Background: an optimization exercise with open tools, aiming at small area, a short achievable clock period and few clock cycles. Do not read the settings as production practice. Only simulation tests tie the RTL to the original design; equivalence was not proved. No activity file was given, so power comes from the tool's default toggle rates.

==> design/flow/design.v <==
module riscv_pipeline(
	input  logic         i_clk,
	input  logic         i_rst,
	output logic [31:0]  o_imem_addr,
	input  logic [31:0]  i_imem_rdata,
	output logic [31:0]  o_dmem_addr,
	input  logic [31:0]  i_dmem_rdata,
	output logic         o_dmem_we,
	output logic [31:0]  o_dmem_wdata
);
	logic [31:2] pc;
	logic        x_kill;    
	logic        x_wen;     
	logic        x_ld;      
	logic        x_st;      
	logic        x_br;      
	logic        x_jalr;    
	logic        x_link;    
	logic        x_alu;     
	logic        x_pred;    
	logic        x_sra;     
	logic        x_inv;     
	logic        x_fa, x_fb, x_fc;    
	logic [4:0]  x_rd;
	logic [2:0]  x_f3;
	logic [31:0] x_a, x_b, x_c;
	logic        m_wen, m_ld, m_st, m_sub, m_win;
	logic [4:0]  m_rd;
	logic [2:0]  m_f3;
	logic [31:0] m_res;     
	logic [31:0] m_c;       
	logic        s_pend;
	logic [12:2] s_addr;
	logic [31:0] rf [1:31];
	logic [31:1] rf_v;
	logic [31:0] ld_w, ld_r, m_result;
	assign ld_w = i_dmem_rdata >> {m_res[1:0], 3'b000};
	always_comb begin
		case (m_f3[1:0])
			2'b00:   ld_r = {{24{~m_f3[2] & ld_w[7]}}, ld_w[7:0]};
			2'b01:   ld_r = {{16{~m_f3[2] & ld_w[15]}}, ld_w[15:0]};
			default: ld_r = ld_w;
		endcase
	end
	assign m_result = m_ld ? ld_r : m_res;
	logic [3:0] mask;
	logic [31:0] merged;
	always_comb begin
		case (m_f3[1:0])
			2'b00:   mask = 4'b0001 << m_res[1:0];
			default: mask = m_res[1] ? 4'b1100 : 4'b0011;
		endcase
		for (int k = 0; k < 4; k++)
			merged[8*k +: 8] = mask[k] ? m_c[8*k +: 8] : i_dmem_rdata[8*k +: 8];
	end
	assign o_dmem_addr  = s_pend ? {19'd1, s_addr, 2'b00} : m_res;
	assign o_dmem_we    = s_pend | (m_st & ~m_sub & m_win);
	assign o_dmem_wdata = m_c;
	logic xv_wen, xv_ld, xv_st, xv_br, xv_jalr;
	assign xv_wen  = x_wen  & ~x_kill;
	assign xv_ld   = x_ld   & ~x_kill;
	assign xv_st   = x_st   & ~x_kill;
	assign xv_br   = x_br   & ~x_kill;
	assign xv_jalr = x_jalr & ~x_kill;
	logic [31:0] a, bf, b, cf;
	assign a  = x_fa ? m_res : x_a;
	assign bf = x_fb ? m_res : x_b;
	assign b  = bf ^ {32{x_inv}};
	assign cf = x_fc ? m_res : x_c;
	logic [32:0] sum;
	assign sum = {1'b0, a} + {1'b0, b} + {32'b0, x_inv};
	logic        c13, win0, win1;
	logic [31:13] ah, bh, kx0, kx1, g0, g1;
	assign c13 = ({1'b0, a[12:0]} + {1'b0, b[12:0]} + {13'b0, x_inv}) >> 13;
	assign ah  = a[31:13];
	assign bh  = b[31:13];
	always_comb begin
		for (int i = 13; i < 32; i++) begin
			kx0[i] = ah[i] ^ bh[i] ^ (i == 13);
			kx1[i] = ah[i] ^ bh[i] ^ (i == 13);
			if (i == 13) begin
				g0[i] = 1'b0;
				g1[i] = 1'b1;
			end else begin
				g0[i] = (ah[i-1] & bh[i-1]) | ((ah[i-1] | bh[i-1]) & ~(i-1 == 13));
				g1[i] = g0[i];
			end
		end
	end
	assign win0 = (kx0 == g0);
	assign win1 = (kx1 == g1);
	logic eq, lt_u, lt_s;
	assign eq   = (a == bf);
	assign lt_u = ~sum[32];
	assign lt_s = (a[31] ^ bf[31]) ? a[31] : sum[31];
	logic [31:0] sh_in, sh_r, sh_out;
	logic        left;
	assign left = ~x_f3[2];
	always_comb begin
		for (int i = 0; i < 32; i++) sh_in[i] = left ? a[31 - i] : a[i];
	end
	logic [63:0] sh_x;
	assign sh_x = {{32{x_sra & a[31]}}, sh_in} >> bf[4:0];
	assign sh_r = sh_x[31:0];
	always_comb begin
		for (int i = 0; i < 32; i++) sh_out[i] = left ? sh_r[31 - i] : sh_r[i];
	end
	logic [31:0] alu_r, res_x;
	always_comb begin
		case (x_f3)
			3'b000:  alu_r = sum[31:0];
			3'b010:  alu_r = {31'b0, lt_s};
			3'b011:  alu_r = {31'b0, lt_u};
			3'b100:  alu_r = a ^ bf;
			3'b110:  alu_r = a | bf;
			3'b111:  alu_r = a & bf;
			default: alu_r = sh_out;    
		endcase
	end
	assign res_x = x_link ? x_c : x_alu ? alu_r : sum[31:0];
	logic [31:0] c_rep;
	always_comb begin
		case (x_f3[1:0])
			2'b00:   c_rep = {4{cf[7:0]}};
			2'b01:   c_rep = {2{cf[15:0]}};
			default: c_rep = cf;
		endcase
	end
	logic taken, redirect;
	logic [31:2] target;
	always_comb begin
		case (x_f3[2:1])
			2'b00:   taken = eq ^ x_f3[0];
			2'b10:   taken = lt_s ^ x_f3[0];
			2'b11:   taken = lt_u ^ x_f3[0];
			default: taken = 1'b0;
		endcase
	end
	assign redirect = (xv_br & (taken ^ x_pred)) | xv_jalr;
	assign target   = x_jalr ? sum[31:2] : x_c[31:2];
	logic [31:0] ins;
	assign ins = i_imem_rdata;
	assign o_imem_addr = {pc, 2'b00};
	logic [4:0] rs1, rs2, rd;
	logic [2:0] f3;
	assign rs1 = ins[19:15];
	assign rs2 = ins[24:20];
	assign rd  = ins[11:7];
	assign f3  = ins[14:12];
	logic d_lui, d_auipc, d_jal, d_jalr, d_br, d_ld, d_st, d_opi, d_op;
	logic q;
	assign q       = ins[1] & ins[0];
	assign d_lui   = q & (ins[6:2] == 5'b01101);
	assign d_auipc = q & (ins[6:2] == 5'b00101);
	assign d_jal   = q & (ins[6:2] == 5'b11011);
	assign d_jalr  = q & (ins[6:2] == 5'b11001);
	assign d_br    = q & (ins[6:2] == 5'b11000);
	assign d_ld    = q & (ins[6:2] == 5'b00000);
	assign d_st    = q & (ins[6:2] == 5'b01000);
	assign d_opi   = q & (ins[6:2] == 5'b00100);
	assign d_op    = q & (ins[6:2] == 5'b01100);
	logic use1, use2;
	assign use1 = d_jalr | d_br | d_ld | d_st | d_opi | d_op;
	assign use2 = d_br | d_st | d_op;
	logic [31:0] imm_i, imm_s, imm_b, imm_u, imm_j;
	assign imm_i = {{20{ins[31]}}, ins[31:20]};
	assign imm_s = {{20{ins[31]}}, ins[31:25], ins[11:7]};
	assign imm_b = {{19{ins[31]}}, ins[31], ins[7], ins[30:25], ins[11:8], 1'b0};
	assign imm_u = {ins[31:12], 12'b0};
	assign imm_j = {{11{ins[31]}}, ins[31], ins[19:12], ins[20], ins[30:21], 1'b0};
	logic [31:0] rv1, rv2;
	always_comb begin
		rv1 = 32'b0;
		rv2 = 32'b0;
		for (int r = 1; r < 32; r++) begin
			if (rs1 == r[4:0] && rf_v[r]) rv1 = rf[r];
			if (rs2 == r[4:0] && rf_v[r]) rv2 = rf[r];
		end
		if (m_wen && m_rd == rs1) rv1 = m_result;
		if (m_wen && m_rd == rs2) rv2 = m_result;
	end
	logic fa, fb, fc;
	assign fa = use1 & xv_wen & (x_rd == rs1);
	assign fb = (d_op | d_br) & xv_wen & (x_rd == rs2);
	assign fc = d_st & xv_wen & (x_rd == rs2);
	logic stall;
	assign stall = (xv_ld & xv_wen & ((use1 & (x_rd == rs1)) | (use2 & (x_rd == rs2))))
	             | ((d_ld | d_st) & xv_st & (x_f3[1:0] != 2'b10));
	logic inv;
	assign inv = (d_op & ((f3 == 3'b000 & ins[30]) | f3 == 3'b010 | f3 == 3'b011))
	           | (d_opi & (f3 == 3'b010 | f3 == 3'b011))
	           | d_br;
	logic [31:0] a_d, b_d, c_d;
	assign a_d = (d_auipc | d_jal) ? {pc, 2'b00} : d_lui ? 32'b0 : rv1;
	always_comb begin
		if (d_op | d_br)          b_d = rv2;
		else if (d_st)            b_d = imm_s;
		else if (d_lui | d_auipc) b_d = imm_u;
		else if (d_jal)           b_d = imm_j;
		else                      b_d = imm_i;
	end
	logic [31:2] pc4, pc_b;
	logic        pred;
	assign pc4   = pc + 30'd1;
	assign pred  = d_br & (ins[31] | f3 == 3'b001);
	assign pc_b  = pc + imm_b[31:2];
	always_comb begin
		if (d_st)              c_d = rv2;
		else if (d_br & ~pred) c_d = {pc_b, 2'b00};
		else                   c_d = {pc4, 2'b00};
	end
	logic br_nop;
	assign br_nop = (imm_b == 32'd4);
	logic issue;
	assign issue = ~stall;
	logic [31:2] pc_next;
	always_comb begin
		if (redirect)           pc_next = target;
		else if (stall)         pc_next = pc;
		else if (pred)          pc_next = pc_b;
		else                    pc_next = pc4;
	end
	always_ff @(posedge i_clk or negedge i_rst) begin
		if (!i_rst) begin
			pc     <= '0;
			x_kill <= 1'b0;
			x_wen  <= 1'b0;
			x_ld   <= 1'b0;
			x_st   <= 1'b0;
			x_br   <= 1'b0;
			x_jalr <= 1'b0;
			m_wen  <= 1'b0;
			m_st   <= 1'b0;
			s_pend <= 1'b0;
		end else begin
			pc     <= pc_next;
			x_kill <= redirect;
			x_wen  <= issue & (d_lui | d_auipc | d_jal | d_jalr | d_ld | d_opi | d_op) & (rd != 5'd0);
			x_ld   <= issue & d_ld;
			x_st   <= issue & d_st;
			x_br   <= issue & d_br & ~br_nop;
			x_jalr <= issue & (d_jal | d_jalr);
			m_wen  <= xv_wen;
			m_st   <= xv_st;
			s_pend <= m_st & m_sub & m_win;
		end
	end
	always_ff @(posedge i_clk) begin
		x_link <= d_jal | d_jalr;
		x_alu  <= d_op | d_opi;
		x_pred <= pred;
		x_sra  <= ins[30];
		x_inv  <= inv;
		x_fa   <= fa;
		x_fb   <= fb;
		x_fc   <= fc;
		x_rd   <= rd;
		x_f3   <= f3;
		x_a    <= a_d;
		x_b    <= b_d;
		x_c    <= c_d;
		m_ld   <= x_ld;
		m_sub  <= x_f3[1:0] != 2'b10;
		m_win  <= c13 ? win1 : win0;
		m_rd   <= x_rd;
		m_f3   <= x_f3;
		m_res  <= res_x;
		m_c    <= (m_st & m_sub & m_win) ? merged : c_rep;
		s_addr <= m_res[12:2];
	end
	always_ff @(posedge i_clk or negedge i_rst) begin
		if (!i_rst) rf_v <= '0;
		else if (m_wen) rf_v[m_rd] <= 1'b1;
	end
	always_ff @(posedge i_clk) begin
		if (m_wen) rf[m_rd] <= m_result;
	end
endmodule
==> design/flow/run.sh <==
#!/bin/bash
# synth_recipe.tcl (not shown) runs the flow's synth.tcl, then flattens the netlist and writes it again
# the make line also repeats each setting of config.mk as NAME=value (left out here)
make -C /OpenROAD-flow-scripts/flow DESIGN_CONFIG=/design/flow/config.mk WORK_HOME=/design/flow/orfs CLKGATE_MAP_FILE= SYNTH_SCRIPT=/design/flow/synth_recipe.tcl finish
==> design/flow/config.mk <==
export PLATFORM = sky130hd
export DESIGN_NAME = riscv_pipeline
export DESIGN_NICKNAME = riscv_pipeline
export VERILOG_FILES = /design/flow/design.v
export SDC_FILE = /design/flow/constraint.sdc
export NUM_CORES = 8
export LEC_CHECK = 0
export CAP_MARGIN = 30
export CORE_MARGIN = 2
export CORE_UTILIZATION = 55
export CTS_BUF_LIST = sky130_fd_sc_hd__clkbuf_16
export CTS_CLUSTER_DIAMETER = 80
export CTS_CLUSTER_SIZE = 25
export PLACE_DENSITY = 0.65
export SETUP_SLACK_MARGIN = 5
export SLEW_MARGIN = 30
==> design/flow/constraint.sdc <==
create_clock -name core_clock -period 10.0 [get_ports {i_clk}]
set_input_delay 2.0000 -clock core_clock [delete_from_list [all_inputs] [get_ports {i_clk}]]
set_output_delay 2.0000 -clock core_clock [all_outputs]
set_load 0.01 [all_outputs]
==> results of run 1 <==
cells in the final DEF (no fill, tap or decap), types with 28 or more instances in the layout:
| cell type | n |
|---|---|
| a222oi_1 | 104 |
| nor2b_1 | 56 |
| o21a_1 | 28 |
| nor2_1 | 340 |
| mux4_2 | 41 |
| a211oi_1 | 50 |
| mux2_2 | 53 |
| a31oi_1 | 61 |
| o211ai_1 | 39 |
| o21ai_0 | 268 |
| nand2_1 | 342 |
| nor3_1 | 65 |
| nand4_1 | 102 |
| nand3_1 | 130 |
| clkbuf_16 | 75 |
| a21oi_1 | 296 |
| a221oi_1 | 154 |
| xnor2_1 | 97 |
| ha_1 | 154 |
| buf_4 | 217 |
| and3_1 | 76 |
| dfxtp_1 | 153 |
| o22ai_1 | 158 |
| nor4_1 | 29 |
| a22o_1 | 128 |
| mux2i_1 | 176 |
| edfxtp_1 | 1024 |
| dfrtp_1 | 69 |
| clkdlybuf4s50_1 | 144 |
| xor2_1 | 56 |
| a22oi_1 | 337 |
| inv_1 | 129 |
| a21o_1 | 57 |
per-stage QoR:
stage                     cells  util, %  cell area [um^2]  hold slack (ns)  total power [mW]
after detailed placement   7195     58.5             68900            0.358              8.68
after floorplan            5753        -             65300            0.329              7.51
after CTS                  7316     60.7             71600            0.381              11.8
final                      7365     61.5             72500            0.382              12.1
after global routing       7354     61.4             72400            0.390              12.3
after global placement     7195     58.4             68900            0.356              8.67
power by group through the flow:
stage / registers [mW] / logic [mW] / clock network, mW
floorplan: 6.29 / 1.21 / 0
global placement: 6.53 / 2.14 / 0
detailed placement: 6.53 / 2.15 / 0
CTS: 6.41 / 2.19 / 3.24
global route: 6.43 / 2.43 / 3.42
finish: 6.45 / 2.32 / 3.28
logic make-up after synthesis:
kind of cell,after synthesis
adder cells (fa/ha/maj),157
flip-flops,1260
AND/OR/NAND/NOR,1327
other,1
buffers and inverters,604
AO/OA/AOI/OAI,1949
XOR/XNOR,154
multiplexers,300
area by class of cell:
class	count	share of cell area (%)
clock inverter	35	0.530
inverter	144	0.763
sequential	1260	49.5
tap	1536	2.65
clock buffer	72	2.49
multi-input combinational	3890	38.9
antenna	14	0.0483
timing repair buffer	414	5.17
registers in the layout (all words and copies together) (netlist names), 5 cells and up:
register	cells
x_rd	5
s_addr	11
m_rd	5
rf_v	31
rf	992
x_a	32
m_c	32
x_b	32
x_c	32
pc	30
m_res	32
what timing repair did:
| action | 4_1_cts | 5_1_grt |
|---|---|---|
| gates cloned | 0 | 4 |
| gates resized for setup | 118 | 124 |
| setup buffers | 14 | 28 |
| pin swaps | 3 | 9 |
| setup endpoints to repair | 135 | 128 |
how the worst max path moves through the flow:
| stage | end | slack, ns |
|---|---|---|
| finish | x_b[25]$_DFF_P_ | 4.80 |
| global route | x_c[11]$_DFF_P_ | 4.94 |
| CTS | pc[2]$_DFFE_PN0P_ | 4.86 |
| detailed placement | x_b[3]$_DFF_P_ | 3.13 |
| global placement | x_b[3]$_DFF_P_ | 3.27 |
| floorplan | pc[2]$_DFFE_PN0P_ | 5.15 |
synthesized netlist by cell type, types with 27 or more instances:
library cell	number	area, um^2
a211oi_1	60	450
a21o_1	58	435
a21oi_1	305	1530
a221oi_1	157	1380
a222oi_1	104	1040
a22o_1	128	1120
a22oi_1	337	2530
a31oi_1	66	413
and3_1	105	657
buf_1	51	191
clkbuf_1	384	1440
dfrtp_1	70	1750
dfxtp_1	166	3320
edfxtp_1	1024	30700
ha_1	154	1930
inv_1	135	507
mux2_2	53	597
mux2i_1	195	1950
mux4_2	41	923
nand2_1	345	1290
nand3_1	139	696
nand4_1	102	638
nor2_1	367	1380
nor2b_1	58	363
nor3_1	80	400
nor4_1	31	194
o211ai_1	39	293
o21a_1	28	210
o21ai_0	286	1430
o21bai_1	27	203
o22ai_1	164	1030
xnor2_1	97	850
xor2_1	57	499
critical path: stages:
cell	delay [ns]
clkdlybuf4s15_2	0.34
nor2b_1	0.21
buf_4	0.21
and3_1	0.19
buf_4	0.24
nor2_2	0.96
a21oi_1	0.47
o21ai_0	0.36
nand4_1	0.15
a21oi_1	0.40
o21ai_0	0.16
layer usage:
| metal | GRT usage, % | up-vias |
|---|---|---|
| met3 | 20.6 | 1983 |
| met5 | 0.720 | - |
| li1 | - | 22800 |
| met4 | 44.4 | 24 |
| met2 | 75.6 | 6052 |
| met1 | 59.6 | 28500 |
==> results.sh, run 1 <==
export IMPL_grt_max_degree=70
export IMPL_antenna_found_initial=20
export IMPL_p_int_mw=8.22
export IMPL_ys_warn_count=1
export IMPL_fp_dieH_um=349
export IMPL_root_buffer="clkbuf_16"
export IMPL_hold_viol_final=0
export IMPL_path_clk_slew_ns=0.10
export IMPL_coreArea_mm2=0.118
export IMPL_drive_above_1_share_pct=12.3
export IMPL_synth_xor_area_share_pct=2.07
export IMPL_num_vias=59300
export IMPL_synthFlopType="edfxtp_1"
export IMPL_overflow=0
export IMPL_holdBufCountCts=0
export IMPL_nets=6003
export IMPL_clk_latency_ns=0.71
export IMPL_min_path_type="register to register"
export IMPL_r2r_setup_slack_ns=4.95
export IMPL_fin_setup_tns_ns=0
export IMPL_regToRegEndpoint="pc[2]$_DFFE_PN0P_"
export IMPL_grt_pass1_vias=54800
export IMPL_drc=0
export IMPL_hold_depth=0
export IMPL_startpoint="i_imem_rdata[22]"
export IMPL_power_frac_seq_pct=53.6
export IMPL_drv_cap=0
export IMPL_postSynthCellCount=5752
export IMPL_max_freq_mhz=192
export IMPL_die_w_um=349
export IMPL_netlist_area_mm2=0.0653
export IMPL_reg2reg_from="m_res[13]$_DFF_P_"
export IMPL_clockPowerShare_pct=27.2
export IMPL_max_vdd_ir_drop_mv=0.173
export IMPL_routed_via_density=8.05
export IMPL_syn_area_per_cell_um2=11.3
export IMPL_cp_end_kind="register"
export IMPL_synth_edf_count=1024
export IMPL_cts_buffers=70
export IMPL_synth_async_reset_ratio_pct=5.56
export IMPL_synth_simple_area_share_pct=9.68
export IMPL_worstMarginPinSlew_ns=1.19
export IMPL_grt_usage_pct=51.9
export IMPL_p_comb_share_pct=19.3
export IMPL_muxShareOfSynthArea_pct=5.61
export IMPL_critical_path_required_ns=10.55
export IMPL_hold_start="x_ld$_DFF_PN0_"
export IMPL_wl_met3_mm=50.0
export IMPL_start_util_pct=55.4
export IMPL_routed_wl_mm=324
export IMPL_cts_sinks=1260
export IMPL_dr_pass1_iters=13
export IMPL_setup_viol=0
export IMPL_clockBufferDepth=3
export IMPL_met2_length_mm=134
export IMPL_n_fill_cell=9562
export IMPL_die_area_mm2=0.121
export IMPL_critical_path_arrival_ns=5.75
export IMPL_grt_pass1_wl_mm=436
export IMPL_finalCritPeriodShare_pct=52.0
export IMPL_htreeDepth=3
export IMPL_synth_seq_cells=1260
export IMPL_rsz0062_at_grt="yes"
export IMPL_drt_iter0_drc=12400
export IMPL_cts_tree="done"
export IMPL_port_buffers=160
export IMPL_finalCriticalPeriod_ns=5.20
export IMPL_critPathKind="input port to register"
export IMPL_worst_path_max_fanout=15
export IMPL_yosysSeqAreaShare_pct=54.9
export IMPL_syn_to_final_growth_pct=11.0
export IMPL_seq_area_mm2=0.0359
export IMPL_outcome="no timing/DRC/antenna violations"
export IMPL_wl_per_cell_um=44.0
export IMPL_ant_nets=0
export IMPL_num_io_pins=163
export IMPL_r2r_cells=17
export IMPL_fp_row_count=126
export IMPL_drt_met1_wl_mm=102
export IMPL_p_sw_share_pct=31.8
export IMPL_max_slew_margin_pct=20.8
export IMPL_synth_fa_ha_area_share_pct=3.04
export IMPL_leakage_nw=25.2
export IMPL_dpl_worst_slack_ns=3.13
export IMPL_min_to="m_ld$_DFF_P_"
export IMPL_gp_congestion=1.09
export IMPL_multiInputGateArea_mm2=0.0282
export IMPL_highest_layer="met5"
export IMPL_synth_top_family_by_area="compound AO/OA/AOI/OAI gates"
export IMPL_powerDensity_mw_per_mm2=166
export IMPL_finalMaxSlewViolations=0
export IMPL_critPathLaunchType="input port"
export IMPL_power_switching_mw=3.83
export IMPL_hpwlAfterDp_mm=207
export IMPL_ys_types=90
export IMPL_finClkSkew_ns=0.0520
export IMPL_synth_compound_area_share_pct=21.1
export IMPL_setup_ws_ns=4.80
Testbench counts, summed over its fixed seeds: cycles 35,767.
==> run 2, diff against run 1 <==
--- a/design/flow/design.v
+++ b/design/flow/design.v
@@ -169,15 +169,18 @@
 	assign imm_u = {ins[31:12], 12'b0};
 	assign imm_j = {{11{ins[31]}}, ins[31], ins[19:12], ins[20], ins[30:21], 1'b0};
-	logic [31:0] rv1, rv2;
-	always_comb begin
-		rv1 = 32'b0;
-		rv2 = 32'b0;
+	logic [991:0] rf_all;
+	logic [30:0]  sel1, sel2;
+	logic [31:0]  rd1, rd2, rv1, rv2;
+	always_comb begin
 		for (int r = 1; r < 32; r++) begin
-			if (rs1 == r[4:0] && rf_v[r]) rv1 = rf[r];
-			if (rs2 == r[4:0] && rf_v[r]) rv2 = rf[r];
+			rf_all[32*(r-1) +: 32] = rf[r];
+			sel1[r-1] = (rs1 == r[4:0]) & rf_v[r];
+			sel2[r-1] = (rs2 == r[4:0]) & rf_v[r];
 		end
-		if (m_wen && m_rd == rs1) rv1 = m_result;
-		if (m_wen && m_rd == rs2) rv2 = m_result;
-	end
+	end
+	rf_read read1 (.d(rf_all), .s(sel1), .q(rd1));
+	rf_read read2 (.d(rf_all), .s(sel2), .q(rd2));
+	assign rv1 = (m_wen && m_rd == rs1) ? m_result : rd1;
+	assign rv2 = (m_wen && m_rd == rs2) ? m_result : rd2;
 	logic fa, fb, fc;
 	assign fa = use1 & xv_wen & (x_rd == rs1);
@@ -202,7 +205,15 @@
 	logic [31:2] pc4, pc_b;
 	logic        pred;
-	assign pc4   = pc + 30'd1;
+	logic [31:13] pc_hi_inc, pc_hi_dec;
+	logic [11:0]  lo_b;
+	assign pc_hi_inc = pc[31:13] + 19'd1;
+	assign pc_hi_dec = pc[31:13] - 19'd1;
+	assign pc4[12:2] = pc[12:2] + 11'd1;
+	assign pc4[31:13] = (&pc[12:2]) ? pc_hi_inc : pc[31:13];
 	assign pred  = d_br & (ins[31] | f3 == 3'b001);
-	assign pc_b  = pc + imm_b[31:2];
+	assign lo_b  = {1'b0, pc[12:2]} + {1'b0, imm_b[12:2]};
+	assign pc_b[12:2]  = lo_b[10:0];
+	assign pc_b[31:13] = ins[31] ? (lo_b[11] ? pc[31:13] : pc_hi_dec)
+	                             : (lo_b[11] ? pc_hi_inc : pc[31:13]);
 	always_comb begin
 		if (d_st)              c_d = rv2;
@@ -277,2 +288,12 @@
 	end
 endmodule
+module rf_read(
+	input  logic [991:0] d,
+	input  logic [30:0]  s,
+	output logic [31:0]  q
+);
+	always_comb begin
+		q = 32'b0;
+		for (int r = 0; r < 31; r++) q = q | (d[32*r +: 32] & {32{s[r]}});
+	end
+endmodule
==> design/flow/flow/run.sh (new file) <==
#!/bin/bash
set -euo pipefail
bash standard.sh \
	"BUFFER_PORTS_ARGS=-buffer_cell sky130_fd_sc_hd__buf_2" \
	"SETUP_SLACK_MARGIN=6.0" \
	finish > standard.log 2>&1
==> design/flow/standard.sh (new file) <==
#!/bin/bash
# synth_recipe.tcl (not shown) runs the flow's synth.tcl, then flattens the netlist and writes it again
# the make line also repeats each setting of config.mk as NAME=value (left out here)
make -C /OpenROAD-flow-scripts/flow DESIGN_CONFIG=/design/flow/config.mk WORK_HOME=/design/flow/orfs CLKGATE_MAP_FILE= SYNTH_SCRIPT=/design/flow/synth_recipe.tcl "${@:-finish}"
--- a/design/flow/config.mk
+++ b/design/flow/config.mk
@@ -13,4 +13,3 @@
 export CTS_CLUSTER_SIZE = 25
 export PLACE_DENSITY = 0.65
-export SETUP_SLACK_MARGIN = 5
 export SLEW_MARGIN = 30
removed: design/flow/run.sh
==> run 2 against run 1 <==
Against the previous run: the layout now fails its checks (max-capacitance violations, max-slew violations); power rose by 1.4%; register-to-register slack improved by 0.66 ns; sequential cell count did not move; synthesized area fell by 1.9%; wire length rose by 5.2%.
==> results.sh, run 2 <==
export IMPL_outcome="failed layout checks"
export IMPL_violations="max-capacitance violations, max-slew violations"
export IMPL_cp_end_kind="register"
export IMPL_grt_pass1_vias=54600
export IMPL_die_area_mm2=0.119
export IMPL_num_vias=60700
export IMPL_critical_path_required_ns=10.57
export IMPL_largest_reg_flops=992
export IMPL_clockBufferDepth=3
export IMPL_fin_util_pct=64.2
export IMPL_setup_ws_ns=5.61
export IMPL_ys_warn_count=2
export IMPL_synth_seq_cells=1260
export IMPL_critical_path_arrival_ns=4.96
export IMPL_max_slew_margin_pct=-24.8
export IMPL_start_util_pct=55.3
export IMPL_netlist_area_mm2=0.0640
export IMPL_finalMaxSlewViolations=3
export IMPL_min_path_type="register to register"
export IMPL_cts_buffers=70
export IMPL_drive_above_1_share_pct=21.7
export IMPL_num_io_pins=163
export IMPL_cp_cell_sequence="buf_12 > buf_16 > buf_12 > mux2i_4 > buf_12 > nand2_1 > nand2_2 > a21oi_2 > fa_2 > nand2b_4 > a21oi_4 > buf_6 > nor2_1 > o21ai_2 > a41oi_2 > nor2b_1 > xnor2_2 > mux2i_2 > mux2i_1"
export IMPL_wl_per_cell_um=47.1
export IMPL_routed_via_density=8.39
export IMPL_holdBufCountCts=0
export IMPL_finalCriticalPeriod_ns=4.39
export IMPL_max_vdd_ir_drop_mv=0.175
export IMPL_drv_cap=1
export IMPL_whs_ns=0.406
export IMPL_cts_tree="done"
export IMPL_coreArea_mm2=0.116
export IMPL_rsz0062_at_grt="yes"
export IMPL_fp_dieH_um=345
export IMPL_dr_pass1_iters=15
export IMPL_hold_viol_final=0
export IMPL_yosysSeqAreaShare_pct=55.9
export IMPL_finClkSkew_ns=0.0896
export IMPL_setup_viol=0
export IMPL_critPathBufInv=5
export IMPL_final_cell_mix="edfxtp_1 (1024), a22oi_1 (388), nand2_1 (297)"
export IMPL_root_buffer="clkbuf_16"
export IMPL_worstMarginPinSlew_ns=1.87
export IMPL_n_fill_cell=8853
export IMPL_antenna_found_initial=45
export IMPL_postSynthCellCount=5508
export IMPL_worst_path_max_fanout=8
export IMPL_routed_wl_mm=341
export IMPL_syn_area_per_cell_um2=11.6
export IMPL_critPathLaunchType="register"
export IMPL_synth_top_cell_area_share_pct=48.0
export IMPL_syn_to_final_growth_pct=16.2
export IMPL_yosysTopAreaCell="edfxtp_1"
export IMPL_cts_sinks=1260
export IMPL_hpwlAfterDp_mm=198
export IMPL_clk_latency_ns=0.77
export IMPL_overflow=0
export IMPL_synthFlopType="edfxtp_1"
export IMPL_leakage_nw=26.0
export IMPL_nets=5845
export IMPL_synth_async_reset_ratio_pct=5.56
export IMPL_largest_register="rf"
export IMPL_powerDensity_mw_per_mm2=164
export IMPL_htreeDepth=3
export IMPL_finalCritPeriodShare_pct=43.9
export IMPL_synth_top_cells_by_count="edfxtp_1 (1024), clkbuf_1 (396), a22oi_1 (391), nor2_1 (304), nand2_1 (302)"
export IMPL_fin_setup_tns_ns=0
export IMPL_max_freq_mhz=228
export IMPL_fp_row_count=125
export IMPL_port_buffers=160
export IMPL_path_clk_slew_ns=0.10
export IMPL_final_common_cell="edfxtp_1"
export IMPL_max_stage_delay_ns=0.69
export IMPL_ant_nets=0
export IMPL_grt_usage_pct=55.1
export IMPL_synth_edf_count=1024
export IMPL_grt_max_degree=69
export IMPL_slowest_stage="mux2i_2"
export IMPL_seq_area_mm2=0.0359
export IMPL_drc=0
export IMPL_drt_iter0_drc=15600
export IMPL_synth_area_leaders="edfxtp_1 (48%), dfxtp_1 (5.2%), a22oi_1 (4.6%), a221oi_1 (3.6%), a22o_1 (3.6%)"
export IMPL_multiInputGateArea_mm2=0.0291
export IMPL_ys_types=89
export IMPL_cp_top_family="multiplexers"
export IMPL_cp_common_cell="buf_12"
export IMPL_dpl_worst_slack_ns=4.31
export IMPL_die_w_um=345
export IMPL_gp_congestion=1.10
export IMPL_critPathKind="register to register"
export IMPL_grt_pass1_wl_mm=451
export IMPL_synth_most_common_cell="edfxtp_1"
-- run 2: cell count changes after synthesis, sizes merged, moves of 34 or more --
cell and delta:
a21oi -71, a221oi +108, a22o +137, a22oi +54, a31oi -34, nand2 -43, nor2 -64, o21ai -45
o22ai -143
-- run 2: timing repair --
| action | in CTS | in global routing |
|---|---|---|
| buffers inserted | 104 | 77 |
| setup endpoints to repair | 188 | 147 |
| pin swaps | 58 | 91 |
| gates cloned | 17 | 10 |
| resized for setup | 435 | 280 |
-- run 2: logic make-up (layout without fill, tap and decap cells) --
logic type,count (synthesis),after routing,synth area share [%]
AOI/OAI and AO/OA,1752,1755,20.1
and+or+nand+nor,1287,1296,9.81
DFF,1260,1260,55.9
buffers and inverters,613,766,3.70
muxes,298,298,5.51
xor gates and xnor gates,155,155,2.12
adders and majority gates,142,142,2.81
other,1,37,0.00586
-- run 2: through the flow --
stage,area [um^2],power (mW),std cells
finish,74400,12.2,7233
global route,74300,12.4,7204
global placement,66700,8.39,6881
CTS,72200,11.8,7111
detailed placement,66700,8.40,6881
floorplan,64400,7.41,5509
-- run 2: cell type report --
class                           instances  area share [%]
Tap cell                             1524            2.56
Timing Repair Buffer                  524            6.26
Inverter                              133           0.696
Antenna cell                           35           0.118
Clock buffer                           73            2.46
Clock inverter                         36           0.579
Sequential cell                      1260            48.2
Multi-Input combinational cell       3648            39.1
-- run 2: worst paths after layout --
path	from	to	slack (ns)	cells after the start
max	x_fb$_DFF_P_	pc[14]$_DFFE_PN0P_	5.61	19
max in group asynchronous	i_rst	s_pend$_DFF_PN0_	7.64	2
max reg2reg	x_fb$_DFF_P_	pc[14]$_DFFE_PN0P_	5.61	19
min in group asynchronous	i_rst	x_ld$_DFF_PN0_	1.11	1
min reg2reg	x_rd[1]$_DFF_P_	m_rd[1]$_DFF_P_	0.41	0
min	x_rd[1]$_DFF_P_	m_rd[1]$_DFF_P_	0.41	0
-- run 2: metal layers --
layer  vias to the layer above  track usage (%)  part of all wire, %
met1                     28600             61.2                   30
met3                      2716             28.8                   18
met2                      7235             76.2                   39
li1                      22100                -                    -
met4                        48             49.5                   13
met5                         -             2.96                 0.22
-- run 2: power breakdown --
part           total [mW]  switching (mW)  internal [mW]  leakage [nW]
sequential           6.43           0.415           6.02          11.6
combinational        2.43            1.63          0.802          13.3
clock                3.36            1.90           1.46          1.14
-- run 2: worst register-to-register path: stages, from the launching register on --
cell and delay (ns):
dfxtp_4 0.44, buf_12 0.12, buf_16 0.16, buf_12 0.13, mux2i_4 0.26, buf_12 0.14, nand2_1 0.06, nand2_2 0.12
a21oi_2 0.06, fa_2 0.38, nand2b_4 0.16, a21oi_4 0.36, buf_6 0.17, nor2_1 0.04, o21ai_2 0.20, a41oi_2 0.14
nor2b_1 0.18, xnor2_2 0.25, mux2i_2 0.69, mux2i_1 0.17
Testbench counts of run 2, summed over its fixed seeds: cycles 35,767.
==> run 3, diff against run 2 <==
--- a/design/flow/design.v
+++ b/design/flow/design.v
@@ -14,9 +14,8 @@
 	logic        x_ld;      
 	logic        x_st;      
-	logic        x_br;      
+	logic [5:0]  x_rc;      
 	logic        x_jalr;    
 	logic        x_link;    
 	logic        x_alu;     
-	logic        x_pred;    
 	logic        x_sra;     
 	logic        x_inv;     
@@ -57,14 +56,15 @@
 	assign o_dmem_we    = s_pend | (m_st & ~m_sub & m_win);
 	assign o_dmem_wdata = m_c;
-	logic xv_wen, xv_ld, xv_st, xv_br, xv_jalr;
+	logic xv_wen, xv_ld, xv_st, xv_jalr;
+	logic [5:0] xv_rc;
 	assign xv_wen  = x_wen  & ~x_kill;
 	assign xv_ld   = x_ld   & ~x_kill;
 	assign xv_st   = x_st   & ~x_kill;
-	assign xv_br   = x_br   & ~x_kill;
+	assign xv_rc   = x_rc   & {6{~x_kill}};
 	assign xv_jalr = x_jalr & ~x_kill;
 	logic [31:0] a, bf, b, cf;
 	assign a  = x_fa ? m_res : x_a;
 	assign bf = x_fb ? m_res : x_b;
-	assign b  = bf ^ {32{x_inv}};
+	assign b  = x_fb ? (m_res ^ {32{x_inv}}) : (x_b ^ {32{x_inv}});
 	assign cf = x_fc ? m_res : x_c;
 	logic [32:0] sum;
@@ -92,6 +92,6 @@
 	logic eq, lt_u, lt_s;
 	assign eq   = (a == bf);
-	assign lt_u = ~sum[32];
-	assign lt_s = (a[31] ^ bf[31]) ? a[31] : sum[31];
+	assign lt_u = (a < bf);
+	assign lt_s = (a[31] ^ bf[31]) ? a[31] : lt_u;
 	logic [31:0] sh_in, sh_r, sh_out;
 	logic        left;
@@ -127,15 +127,8 @@
 		endcase
 	end
-	logic taken, redirect;
+	logic redirect;
 	logic [31:2] target;
-	always_comb begin
-		case (x_f3[2:1])
-			2'b00:   taken = eq ^ x_f3[0];
-			2'b10:   taken = lt_s ^ x_f3[0];
-			2'b11:   taken = lt_u ^ x_f3[0];
-			default: taken = 1'b0;
-		endcase
-	end
-	assign redirect = (xv_br & (taken ^ x_pred)) | xv_jalr;
+	assign redirect = (xv_rc[0] & eq) | (xv_rc[1] & ~eq) | (xv_rc[2] & lt_s) | (xv_rc[3] & ~lt_s)
+	                | (xv_rc[4] & lt_u) | (xv_rc[5] & ~lt_u) | xv_jalr;
 	assign target   = x_jalr ? sum[31:2] : x_c[31:2];
 	logic [31:0] ins;
@@ -191,7 +184,5 @@
 	             | ((d_ld | d_st) & xv_st & (x_f3[1:0] != 2'b10));
 	logic inv;
-	assign inv = (d_op & ((f3 == 3'b000 & ins[30]) | f3 == 3'b010 | f3 == 3'b011))
-	           | (d_opi & (f3 == 3'b010 | f3 == 3'b011))
-	           | d_br;
+	assign inv = d_op & (f3 == 3'b000) & ins[30];
 	logic [31:0] a_d, b_d, c_d;
 	assign a_d = (d_auipc | d_jal) ? {pc, 2'b00} : d_lui ? 32'b0 : rv1;
@@ -223,4 +214,14 @@
 	logic br_nop;
 	assign br_nop = (imm_b == 32'd4);
+	logic [5:0] rc;
+	always_comb begin
+		rc = 6'b0;
+		case (f3[2:1])
+			2'b00:   rc[{2'd0, f3[0] ^ pred}] = 1'b1;
+			2'b10:   rc[{2'd1, f3[0] ^ pred}] = 1'b1;
+			2'b11:   rc[{2'd2, f3[0] ^ pred}] = 1'b1;
+			default: ;
+		endcase
+	end
 	logic issue;
 	assign issue = ~stall;
@@ -239,5 +240,5 @@
 			x_ld   <= 1'b0;
 			x_st   <= 1'b0;
-			x_br   <= 1'b0;
+			x_rc   <= 6'b0;
 			x_jalr <= 1'b0;
 			m_wen  <= 1'b0;
@@ -250,5 +251,5 @@
 			x_ld   <= issue & d_ld;
 			x_st   <= issue & d_st;
-			x_br   <= issue & d_br & ~br_nop;
+			x_rc   <= {6{issue & d_br & ~br_nop}} & rc;
 			x_jalr <= issue & (d_jal | d_jalr);
 			m_wen  <= xv_wen;
@@ -260,5 +261,4 @@
 		x_link <= d_jal | d_jalr;
 		x_alu  <= d_op | d_opi;
-		x_pred <= pred;
 		x_sra  <= ins[30];
 		x_inv  <= inv;
--- a/design/flow/config.mk
+++ b/design/flow/config.mk
@@ -8,8 +8,8 @@
 export CAP_MARGIN = 30
 export CORE_MARGIN = 2
-export CORE_UTILIZATION = 55
+export CORE_UTILIZATION = 50
 export CTS_BUF_LIST = sky130_fd_sc_hd__clkbuf_16
 export CTS_CLUSTER_DIAMETER = 80
 export CTS_CLUSTER_SIZE = 25
-export PLACE_DENSITY = 0.65
+export PLACE_DENSITY = 0.6
 export SLEW_MARGIN = 30
==> run 3 against run 2 <==
Against the previous run: now clean on timing, DRC and antenna; global-route usage down 4.3 points; cell count rose by 2.2%; worst hold slack improved by 0.012 ns; highest routed layer unchanged; largest cell class unchanged; worst setup slack better by 0.19 ns; design area about the same; synthesized cell count down 0.13%; critical path depth is 7 lower; die area grew 11%; register-to-register slack better by 0.20 ns; wire length up 2.1%.
==> results.sh, run 3 <==
export IMPL_path_clk_slew_ns=0.09
export IMPL_final_common_cell="edfxtp_1"
export IMPL_synth_edf_count=1024
export IMPL_max_freq_mhz=238
export IMPL_port_buffers=160
export IMPL_synth_most_common_cell="edfxtp_1"
export IMPL_cts_tree="done"
export IMPL_hold_viol_final=0
export IMPL_multiInputGateArea_mm2=0.0292
export IMPL_r2r_setup_slack_ns=5.81
export IMPL_clk_latency_ns=0.79
export IMPL_die_area_mm2=0.133
export IMPL_fin_setup_tns_ns=0
export IMPL_gp_congestion=1.06
export IMPL_critPathBufInv=3
export IMPL_critPathKind="input port to register"
export IMPL_drt_met1_wl_mm=110
export IMPL_holdBufCountCts=0
export IMPL_hpwlAfterDp_mm=214
export IMPL_drv_cap=0
export IMPL_worstMarginPinSlew_ns=1.16
export IMPL_wl_per_cell_um=47.1
export IMPL_max_slew_margin_pct=22.5
export IMPL_finClkSkew_ns=0.0783
export IMPL_design_area_mm2=0.0744
export IMPL_whs_ns=0.418
export IMPL_cp_cell_sequence="buf_2 > and2_4 > and4_2 > buf_4 > buf_12 > a22o_1 > a221oi_1 > nand4_1 > nor3_4 > nand2_1 > o21ai_2 > a21oi_1"
export IMPL_critPathLaunchType="input port"
export IMPL_powerDensity_mw_per_mm2=166
export IMPL_grt_pass1_vias=54300
export IMPL_leakage_nw=26.0
export IMPL_rsz0062_at_grt="yes"
export IMPL_grt_usage_pct=50.8
export IMPL_grt_pass1_wl_mm=458
export IMPL_final_cell_mix="edfxtp_1 (1024), a22oi_1 (339), a22o_1 (295)"
export IMPL_critical_path_required_ns=10.60
export IMPL_slowest_stage="a221oi_1"
export IMPL_setup_viol=0
export IMPL_stdcell_count=7393
export IMPL_syn_to_final_growth_pct=14.8
export IMPL_regToRegEndpoint="pc[24]$_DFFE_PN0P_"
export IMPL_synth_seq_cells=1264
export IMPL_p_int_mw=8.33
export IMPL_seq_area_mm2=0.0360
export IMPL_largest_register="rf"
export IMPL_clockBufferDepth=3
export IMPL_coreArea_mm2=0.129
export IMPL_cp_end_kind="register"
export IMPL_routed_via_density=8.09
export IMPL_synth_top_cells_by_count="edfxtp_1 (1024), clkbuf_1 (386), a22oi_1 (341), a221oi_1 (302), nand2_1 (300)"
export IMPL_critical_path_arrival_ns=4.80
export IMPL_overflow=0
export IMPL_largest_reg_flops=992
export IMPL_max_stage_delay_ns=0.33
export IMPL_cp_endpoint="x_b[16]$_DFF_P_"
export IMPL_met2_length_mm=140
export IMPL_n_fill_cell=10600
export IMPL_clockPowerShare_pct=27.8
export IMPL_outcome="no timing/DRC/antenna violations"
export IMPL_start_util_pct=50.2
export IMPL_wl_met3_mm=55.8
export IMPL_yosysSeqAreaShare_pct=55.4
export IMPL_synth_area_leaders="edfxtp_1 (47%), dfxtp_1 (5.1%), a221oi_1 (4.1%), a22o_1 (4.0%), a22oi_1 (3.9%)"
export IMPL_cp_top_family="simple AND/OR/NAND/NOR gates"
export IMPL_grt_max_degree=67
export IMPL_htreeDepth=3
export IMPL_p_sw_share_pct=32.5
export IMPL_r2r_cells=16
export IMPL_fp_row_count=132
export IMPL_setup_ws_ns=5.80
export IMPL_drt_iter0_drc=14700
export IMPL_highest_layer="met5"
export IMPL_synth_top_cell_area_share_pct=47.4
export IMPL_syn_area_per_cell_um2=11.8
export IMPL_hold_depth=0
export IMPL_max_vdd_ir_drop_mv=0.173
export IMPL_ant_nets=0
export IMPL_num_io_pins=163
export IMPL_synthFlopType="edfxtp_1"
export IMPL_dpl_worst_slack_ns=4.20
export IMPL_reg2reg_from="x_fb$_DFF_P_"
export IMPL_worst_path_max_fanout=21
export IMPL_die_w_um=364
export IMPL_cts_buffers=74
export IMPL_postSynthCellCount=5501
export IMPL_num_vias=59800
export IMPL_min_path_type="register to register"
export IMPL_place_inst=7116
export IMPL_yosysTopAreaCell="edfxtp_1"
export IMPL_startpoint="i_imem_rdata[21]"
export IMPL_finalMaxSlewViolations=0
export IMPL_routed_wl_mm=348
export IMPL_crit_cells=12
export IMPL_finalCritPeriodShare_pct=42.0
export IMPL_finalCriticalPeriod_ns=4.20
export IMPL_drive_above_1_share_pct=20.5
export IMPL_antenna_found_initial=25
export IMPL_power_switching_mw=4.01
export IMPL_drc=0
export IMPL_synth_async_reset_ratio_pct=5.93
export IMPL_ys_warn_count=2
export IMPL_dr_pass1_iters=17
export IMPL_power_frac_seq_pct=53.4
export IMPL_nets=5822
export IMPL_root_buffer="clkbuf_16"
export IMPL_netlist_area_mm2=0.0648
export IMPL_fp_dieH_um=364
export IMPL_postPlaceCellArea_mm2=0.0680
export IMPL_p_comb_share_pct=18.9
export IMPL_cts_sinks=1264
export IMPL_ys_types=93
[run 3: cell count changes after synthesis, sizes merged, moves of 11 or more]
cell | before | now
o21bai | 3 | 49
mux2 | 58 | 77
o31ai | 7 | 36
and2 | 31 | 15
a22oi | 391 | 342
ha | 139 | 169
a21o | 39 | 20
and3 | 97 | 70
a31oi | 32 | 20
nor3 | 113 | 102
a21oi | 234 | 206
a221oi | 265 | 303
a22o | 265 | 295
nor2 | 304 | 273
[run 3: logic make-up after synthesis]
| logic type | Yosys count | share of synthesized area (%) |
|---|---|---|
| buf+inv | 619 | 3.75 |
| fa+ha+maj | 172 | 3.36 |
| xor+xnor | 155 | 2.09 |
| compound gates | 1765 | 20.3 |
| mux | 326 | 5.98 |
| flops | 1264 | 55.4 |
| simple gates | 1199 | 9.05 |
| other cells | 1 | 0.00579 |
[run 3: cell type report]
type	count	share of cell area [%]
Antenna cell	23	0.0774
Clock buffer	75	2.52
Clock inverter	45	0.632
Inverter	140	0.718
Multi-Input combinational cell	3623	39.2
Sequential cell	1264	48.4
Tap cell	1742	2.93
Timing Repair Buffer	481	5.58
[run 3: worst min-delay path by stage]
stage	start	end
after global routing	x_rd[4]$_DFF_P_	m_rd[4]$_DFF_P_
after floorplan	x_f3[0]$_DFF_P_	m_f3[0]$_DFF_P_
after detailed placement	x_rd[3]$_DFF_P_	m_rd[3]$_DFF_P_
after CTS	x_rd[2]$_DFF_P_	m_rd[2]$_DFF_P_
after global placement	x_rd[2]$_DFF_P_	m_rd[2]$_DFF_P_
final	x_rd[2]$_DFF_P_	m_rd[2]$_DFF_P_
[run 3: metal layers]
metal  vias up  global-route usage, %
met5         -                   3.05
met3      2427                   23.7
met2      6794                   71.7
li1      22000                      -
met1     28500                   57.6
met4        34                   43.7
[run 3: per-stage QoR]
| step | power, mW | utilization [%] |
|---|---|---|
| 2_1_floorplan | 7.50 | - |
| 3_3_place_gp | 8.59 | 52.5 |
| 3_5_place_dp | 8.59 | 52.6 |
| 4_1_cts | 12.0 | 56.2 |
| 5_1_grt | 12.5 | 57.6 |
| 6_report | 12.3 | 57.6 |
[run 3: what timing repair did]
action,in CTS,in global routing
gates resized for setup,305,241
pin swaps,34,61
setup endpoints to repair,176,138
setup buffers,54,60
cloned,7,11
[run 3: power groups by stage]
stage               Sequential (mW)  Combinational (mW)  Clock (mW)
floorplan                      6.32                1.18           0
global placement               6.64                1.95           0
detailed placement             6.63                1.96           0
CTS                            6.53                2.09        3.40
global route                   6.55                2.41        3.59
finish                         6.58                2.33        3.42
Testbench counts of run 3, summed over its fixed seeds: cycles 35,767.

==> static timing again, ports no longer ideal <==
In the flow no input, the clock included, has a driving cell. The finished layouts below were timed again as built, in two steps.
Step 1 (the two cells are an assumption about what drives the block):
set clk [get_ports {i_clk}]
set_driving_cell -lib_cell sky130_fd_sc_hd__clkbuf_16 $clk
set_driving_cell -lib_cell sky130_fd_sc_hd__buf_2 [delete_from_list [all_inputs] $clk]
Step 2 times the ports against the registers' clock, not the clock port: input delays grow and output delays shrink by t, the midpoint of the rising clock arrivals with the driver on.
Three values: no drivers, after step 1, after step 2; two values: the first two.
run	t, ns	slack for setup (ns)	latest minus earliest clock arrival (ns)	slew at the worst register clock pin (ns)
run 1	0.764	4.803 / 4.855 / 4.091	0.064 / 0.064	0.11 / 0.11
run 2	0.796	5.614 / 5.614 / 5.039	0.091 / 0.091	0.11 / 0.11
run 3	0.830	5.805 / 5.808 / 4.988	0.087 / 0.086	0.11 / 0.11
The setup slack of run 3, which loses most, moves by +0.003 ns with the drivers and by -0.817 ns with both steps.
